Context: an optimization exercise on an open-source flow, tuned for small area. The choices shown serve that exercise and are no tape-out recipe.
Only simulation tests tie the RTL to the original design; equivalence was not proved.

## run.sh

```bash
#!/bin/bash
# synth_recipe.tcl (not shown) runs the flow's synth.tcl, then flattens the netlist and writes it again
# the make line also repeats each setting of config.mk as NAME=value (left out here)
make -C /OpenROAD-flow-scripts/flow DESIGN_CONFIG=/design/flow/config.mk WORK_HOME=/design/flow/orfs CLKGATE_MAP_FILE= SYNTH_SCRIPT=/design/flow/synth_recipe.tcl finish
```

## config.mk

```make
export PLATFORM = sky130hd
export DESIGN_NAME = calendar_clock
export DESIGN_NICKNAME = calendar_clock
export VERILOG_FILES = /design/flow/design.v
export SDC_FILE = /design/flow/constraint.sdc
export NUM_CORES = 4
export LEC_CHECK = 0
export ABC_AREA = 1
export CAP_MARGIN = 20
export CORE_MARGIN = 2
export CORE_UTILIZATION = 40
export PLACE_DENSITY = 0.6
export SLEW_MARGIN = 20
```

## constraint.sdc

```tcl
create_clock -name core_clock -period 24.0 [get_ports {clk}]
set_input_delay 4.8000 -clock core_clock [delete_from_list [all_inputs] [get_ports {clk}]]
set_output_delay 4.8000 -clock core_clock [all_outputs]
set_load 0.01 [all_outputs]
```

## design.v

```verilog
module Counter10(Q, nCR, EN, CP);
    input CP, nCR, EN;
    output [3:0]	Q;
    reg    [3:0] 	Q;
    always @(posedge CP or negedge nCR)
    begin
      if(~nCR)    Q <= 4'b0000;          
      else if(~EN)  Q <= Q;                
      else if(Q == 4'b1001)  Q <= 4'b0000; 
      else 	Q <= Q + 1'b1;        
    end
endmodule 
module Counter6(Q, nCR, EN, CP);
    input CP, nCR, EN;
    output [3:0] Q;
    reg    [3:0] Q;
    always @(posedge CP or negedge nCR)
    begin
      if(~nCR)  Q <= 4'b0000;    
      else if(~EN)  Q <= Q;      
      else if(Q == 4'b0101) Q <= 4'b0000;
      else 	Q <= Q + 1'b1;       
    end
endmodule 
module Counter60(Cnt, nCR, EN, CP);
    input CP, nCR, EN;
    output wire [7:0] Cnt;        
    wire  ENP;                  
   Counter10 UC0 (Cnt[3:0], nCR, EN, CP);   
   Counter6  UC1 (Cnt[7:4], nCR, ENP, CP);  
   assign  ENP = (Cnt[3:0]==4'h9) &EN;  
endmodule 
module Counter24 (CntH, CntL, nCR, EN, CP);
input CP, nCR, EN;   
output [3:0] CntH, CntL;   
reg [3:0] CntH, CntL;   
      always @(posedge CP or negedge nCR) 
      begin
      if(~nCR)     {CntH, CntL} <= 8'h00;      
      else if(~EN) {CntH, CntL} <= {CntH, CntL};  
	else if ((CntH>2)||(CntL>9)||((CntH==2)&&(CntL>=3)))
  		{CntH, CntL} <= 8'h00;   
	else if ((CntH==2)&&(CntL<3))        
		begin  CntH <= CntH;  CntL <= CntL + 1'b1; end
      	else if (CntL==9)      
		begin  CntH <= CntH + 1'b1;  CntL <= 4'b0000; end
	else                 
		begin  CntH <= CntH;  CntL <= CntL + 1'b1; end
	end
endmodule
module Top_Clock (pulse_day, Hour, Minute, Second, clk, tick, nCR, AdjMinKey, AdjHrKey);
    input  clk, tick, nCR, AdjHrKey, AdjMinKey;
    output [7:0] Hour, Minute, Second;
    output pulse_day;
    wire [7:0] Hour, Minute, Second;
    wire MinEN, HrEN;
    Counter60 UT1(Second, nCR, tick, clk);
    Counter60 UT2(Minute, nCR, MinEN, clk);
    Counter24 UT3(Hour[7:4], Hour[3:0], nCR, HrEN, clk);
    assign MinEN = tick & (AdjMinKey | (Second == 8'h59));
    assign HrEN  = tick & (AdjHrKey  | ({Minute, Second} == 16'h5959));
    assign pulse_day = ({Hour, Minute, Second} == 24'h235959) ? 1'b1 : 1'b0;
endmodule
module wannianli(clk, nCR, tick, pulse_day, day_add, month_add, year_add,
                 day_bcd, month_bcd, year_bcd, runnian, xqj);
    input  clk, nCR, tick;
    input  pulse_day, day_add, month_add, year_add;
    output reg [7:0]  day_bcd;
    output reg [7:0]  month_bcd;
    output reg [15:0] year_bcd;
    output runnian;
    output [2:0] xqj;
    reg [4:0]  day;
    reg [3:0]  month;
    reg [13:0] year;
    wire leap = ((year % 4 == 0) && (year % 100 != 0)) || (year % 400 == 0);
    assign runnian = leap;
    reg [4:0] mlen;
    always @* begin
        if (month == 1 || month == 3 || month == 5 || month == 7 || month == 8 || month == 10 || month == 12)
            mlen = 5'd31;
        else if (month == 4 || month == 6 || month == 9 || month == 11)
            mlen = 5'd30;
        else if (month == 2 && leap)
            mlen = 5'd29;
        else
            mlen = 5'd28;
    end
    wire [4:0]  day_next   = (day >= mlen) ? 5'd1 : day + 5'd1;
    wire [3:0]  month_next = (month >= 12) ? 4'd1 : month + 4'd1;
    wire [13:0] year_next  = (year >= 9999) ? 14'd1 : year + 14'd1;
    wire pulse_month = pulse_day && (day == mlen);
    wire pulse_year  = pulse_month && (month == 4'd12);
    always @(posedge clk or negedge nCR) begin
        if (!nCR) begin
            day   <= 5'd12;
            month <= 4'd12;
            year  <= 14'd2023;
        end else if (tick) begin
            if (pulse_day)      day <= day_next;
            else if (day_add)   day <= day_next;
            if (pulse_month)    month <= month_next;
            else if (month_add) month <= month_next;
            if (pulse_year)     year <= year_next;
            else if (year_add)  year <= year_next;
        end
    end
    integer i, j, n;
    always @* begin
        day_bcd = 8'b0;
        for (i = 4; i >= 0; i = i - 1) begin
            if (day_bcd[3:0] >= 5) day_bcd[3:0] = day_bcd[3:0] + 3;
            if (day_bcd[7:4] >= 5) day_bcd[7:4] = day_bcd[7:4] + 3;
            day_bcd = day_bcd << 1;
            day_bcd[0] = day[i];
        end
    end
    always @* begin
        month_bcd = 8'b0;
        for (j = 3; j >= 0; j = j - 1) begin
            if (month_bcd[3:0] >= 5) month_bcd[3:0] = month_bcd[3:0] + 3;
            month_bcd = month_bcd << 1;
            month_bcd[0] = month[j];
        end
    end
    always @* begin
        year_bcd = 16'b0;
        for (n = 13; n >= 0; n = n - 1) begin
            if (year_bcd[3:0]   >= 5) year_bcd[3:0]   = year_bcd[3:0]   + 3;
            if (year_bcd[7:4]   >= 5) year_bcd[7:4]   = year_bcd[7:4]   + 3;
            if (year_bcd[11:8]  >= 5) year_bcd[11:8]  = year_bcd[11:8]  + 3;
            if (year_bcd[15:12] >= 5) year_bcd[15:12] = year_bcd[15:12] + 3;
            year_bcd = year_bcd << 1;
            year_bcd[0] = year[n];
        end
    end
    reg [13:0] y;
    reg [4:0]  m;
    reg [6:0]  k;
    reg [6:0]  p;
    reg [9:0]  s;
    reg [2:0]  h;
    always @* begin
        if (month == 1 || month == 2) begin
            m = {1'b0, month} + 5'd12;
            y = year - 14'd1;
        end else begin
            m = {1'b0, month};
            y = year;
        end
        k = y % 100;
        p = y / 100;
        s = day + (13 * (m + 1)) / 5 + k + k / 4 + p / 4 + 5 * p;
        h = s % 7;
    end
    assign xqj = (h == 3'd0) ? 3'd6 : h - 3'd1;
endmodule
module calendar_clock (
    input         clk,
    input         rst_n,
    input         tick,
    input         adj_min,
    input         adj_hr,
    input         day_add,
    input         month_add,
    input         year_add,
    input         set_min,
    input         set_hr,
    input         bell_en,
    output [7:0]  hour,
    output [7:0]  minute,
    output [7:0]  second,
    output [7:0]  day,
    output [7:0]  month,
    output [15:0] year,
    output        leap,
    output [2:0]  weekday,
    output        pulse_day,
    output [7:0]  alarm_hr,
    output [7:0]  alarm_min,
    output        alarm,
    output        chime
);
    Top_Clock U1 (.pulse_day(pulse_day), .Hour(hour), .Minute(minute), .Second(second),
                  .clk(clk), .tick(tick), .nCR(rst_n), .AdjMinKey(adj_min), .AdjHrKey(adj_hr));
    wannianli U4 (.clk(clk), .nCR(rst_n), .tick(tick), .pulse_day(pulse_day),
                  .day_add(day_add), .month_add(month_add), .year_add(year_add),
                  .day_bcd(day), .month_bcd(month), .year_bcd(year),
                  .runnian(leap), .xqj(weekday));
    Counter60 SU1 (alarm_min, rst_n, tick & set_min, clk);
    Counter24 SU2 (alarm_hr[7:4], alarm_hr[3:0], rst_n, tick & set_hr, clk);
    assign alarm = bell_en & (alarm_hr == hour) & (alarm_min == minute);
    assign chime = (minute == 8'h59) & ((second == 8'h55) | (second == 8'h59));
endmodule
```

==> flow_summary.json <==
{
  "status": "timing/DRC/antenna clean",
  "yosysSeqAreaShare": 0.1109,
  "min_path_cells": 1,
  "yosys.area.top_type": "nand2_1",
  "synth_common_cells": "552 x nand2_1, 405 x inv_1, 196 x nor2_1",
  "dieArea_sq_um": 37440,
  "cp.required_ns": 19.20,
  "io_buffers": 84,
  "nFillCells": 3732,
  "hold_path.class": "reg -> reg",
  "coreArea_sq_um": 35480,
  "crit_type": "reg -> out",
  "max_slew_margin": 0.4387,
  "synth_compound_area_frac": 0.1156,
  "cts_root_buffer": "clkbuf_16",
  "synth-xor-area-share": 0.07247,
  "syn_to_final_growth_pct": 10.79,
  "ys_types": 66,
  "cts_sinks": 63,
  "fin_crit_ns": 22.22,
  "drt_iter0_drc": 692,
  "rr_endpoint": "U4.year[12]",
  "arrival_ns": 17.42,
  "cpPeakStageDelay_ns": 0.64,
  "vias": 14110,
  "clock_skew_ns": 0.008979,
  "dp_cells": 2805,
  "via_per_inst": 5.001,
  "nets": 2536,
  "wl_mm": 35.99,
  "r2r_setup_slack_ns": 14.69,
  "worst_setup_path_end_kind": "output port",
  "wl_per_cell_um": 12.75,
  "fin_cells": 2822,
  "die_w_um": 193.5,
  "crit_slowest_cell": "dfstp_2",
  "hpwl_mm": 29.71,
  "ys.warnings.count": 4,
  "yosys.area_share.simple": 0.4071,
  "clock.fmax_mhz": 45.00,
  "grt_antenna_before_repair": 0,
  "cp-start-kind": "register",
  "ant_nets": 0,
  "largest_reg_flops": 14,
  "cts_made_buffers": 9,
  "gr-usage-all-layers": 0.1894,
  "yosys.area.top_type_share": 0.1443,
  "syn_inst": 2284,
  "hold_path_end": "U1.UT1.UC1.Q[0]",
  "synthMuxAreaShare": 0,
  "cts.reportedPaths.clkPinSlew_ns": 0.06,
  "grt_pass1_vias": 13330,
  "synth_seq_cells": 63,
  "ff2ff_path_depth": 60,
  "tritoncts": "built",
  "final_layout_size_suffix_gt1_frac": 0.09996,
  "grt_pass1_wl_mm": 61.48,
  "fp.dieH_um": 193.5,
  "start_util": 0.4048,
  "setup_viol": 0,
  "finalMaxSlewViolations": 0,
  "largest_register": "U4.year",
  "synth_area_leaders": "nand2_1 14%, ha_1 12%, inv_1 11%, dfrtp_1 8.7%, xor2_1 6.1%",
  "grt_max_degree": 64,
  "grt-ovfl-total": 0,
  "avgSynthCellArea_sq_um": 6.289,
  "worst_pin_slew_ns": 0.8419,
  "worstPathMaxFanout": 12,
  "cts.htree.levels": 3,
  "synth_top_flop_cell": "dfrtp_1",
  "synth_fa_ha_area_frac": 0.1634,
  "synth_top_family_by_area": "simple AND/OR/NAND/NOR gates",
  "finalSetupTns_ns": 0,
  "hold_buffers": 0,
  "synth_edf_count": 0,
  "hold_viol": 0,
  "place.gp.congestion": 0.8620,
  "maxCapViolCount": 0,
  "rr_startpoint": "U4.year[1]",
  "top_regs": "U4.year: 14 flops, U4.day: 5 flops",
  "post-route-period-util": 0.9258,
  "async_flop_share": 1.000,
  "ios": 90,
  "dr.pass1.iters": 5,
  "synth.most_common_cell": "nand2_1",
  "antennaDiodeCount": 0,
  "clk_latency_ns": 0.33,
  "rows": 69,
  "syn_area_sq_um": 14360,
  "hp-start": "U1.UT1.UC1.Q[0]",
  "critPathMostFrequentCell": "nand2_1",
  "drc": 0,
  "cts_max_path_buffers": 2
}
[worst max-delay path by stage]
stage,start,end,slack [ns],cells after the start
finish,U4.month[2],weekday[2],1.78,115
global route,U4.month[2],weekday[2],-0.04,120
CTS,U4.month[2],weekday[2],1.17,118
detailed placement,U4.month[2],weekday[2],1.58,118
global placement,U4.month[2],weekday[2],2.36,120
floorplan,U4.month[2],weekday[0],4.07,117
[layout make-up]
class	count	area, sq um	area share
inverter	426	1600	0.1006
clock inverter	6	61.31	0.003853
multi-input combinational	1769	11000	0.6909
sequential	63	1593	0.1001
tap	461	576.8	0.03625
clock buffer	10	229.0	0.01439
timing repair buffer	87	858.3	0.05394
[stage by stage]
stage	utilization	hold WS, ns	instance area (sq um)	worst slack (ns)
3_3_place_gp	0.4382	0.4984	15550	2.364
2_1_floorplan	-	0.5216	14390	4.075
5_1_grt	0.4485	0.5473	15910	-0.04411
6_report	0.4485	0.5044	15910	1.780
3_5_place_dp	0.4382	0.5023	15550	1.584
4_1_cts	0.4463	0.5140	15840	1.167
[kinds of logic after synthesis]
family          after synthesis
compound gates              288
xor+xnor                    118
fa+ha+maj                   169
buf+inv                     458
flops                        63
other cells                   2
simple gates               1186
[metal layers]
| layer | wire length (um) | track usage | vias to the layer above | part of all wire |
|---|---|---|---|---|
| met5 | 0 | 0 | - | 0 |
| li1 | - | - | 7454 | - |
| met4 | 601 | 0.04015 | 0 | 0.017 |
| met1 | 17470 | 0.2577 | 6392 | 0.49 |
| met3 | 1464 | 0.01970 | 34 | 0.041 |
| met2 | 16450 | 0.3238 | 233 | 0.46 |
[critical path: cells and delay by family, from the launching register on]
family	cells	cell delay (ns)
simple gates	69	7.55
compound gates	8	1.32
flops	1	0.64
xor+xnor	4	0.85
buf+inv	19	1.75
fa+ha+maj	15	4.94
[what timing repair did]
item	in CTS	in global routing
endpoints found under the setup margin	0	3
buffers inserted	0	1
gates resized for setup	0	17
[cells in the final DEF (no fill, tap or decap), types with 23 or more instances in the layout]
cell type        instances
clkdlybuf4s50_1         83
nand2_1                549
nand2_2                 59
nor2_4                  23
nand3_1                154
fa_1                    31
o21ai_1                 29
o21ai_0                120
nor2_1                 194
inv_1                  404
ha_1                   138
xor2_1                  98
dfrtp_1                 50
a21oi_1                 77
nand4_1                 82

afterwards: timing with drivers on the ports:
In the flow no input, the clock included, has a driving cell. The finished layout below was timed again as built, in two steps.
Step 1: set_driving_cell puts a clkbuf_16 on clk and a buf_2 on each other input, an assumption about the parent block.
Step 2 adds t to the input delays and takes it off the output delays; t is the mean of the earliest and latest rising clock arrival at the registers after step 1. Input paths then give back, and output paths get back, about the clock's delay inside the block.
Three values: ideal ports, drivers, drivers and shift; two values: the first two.
shift t [ns]: 0.358
setup WS [ns]: 1.780 / 1.744 / 2.103
hold slack, ns: 0.504 / 0.504 / 0.504
worst setup path after step 2: register to output
After both steps this run still meets setup and hold. The setup slack of this run moves by -0.036 ns with the drivers and by +0.323 ns with both steps.
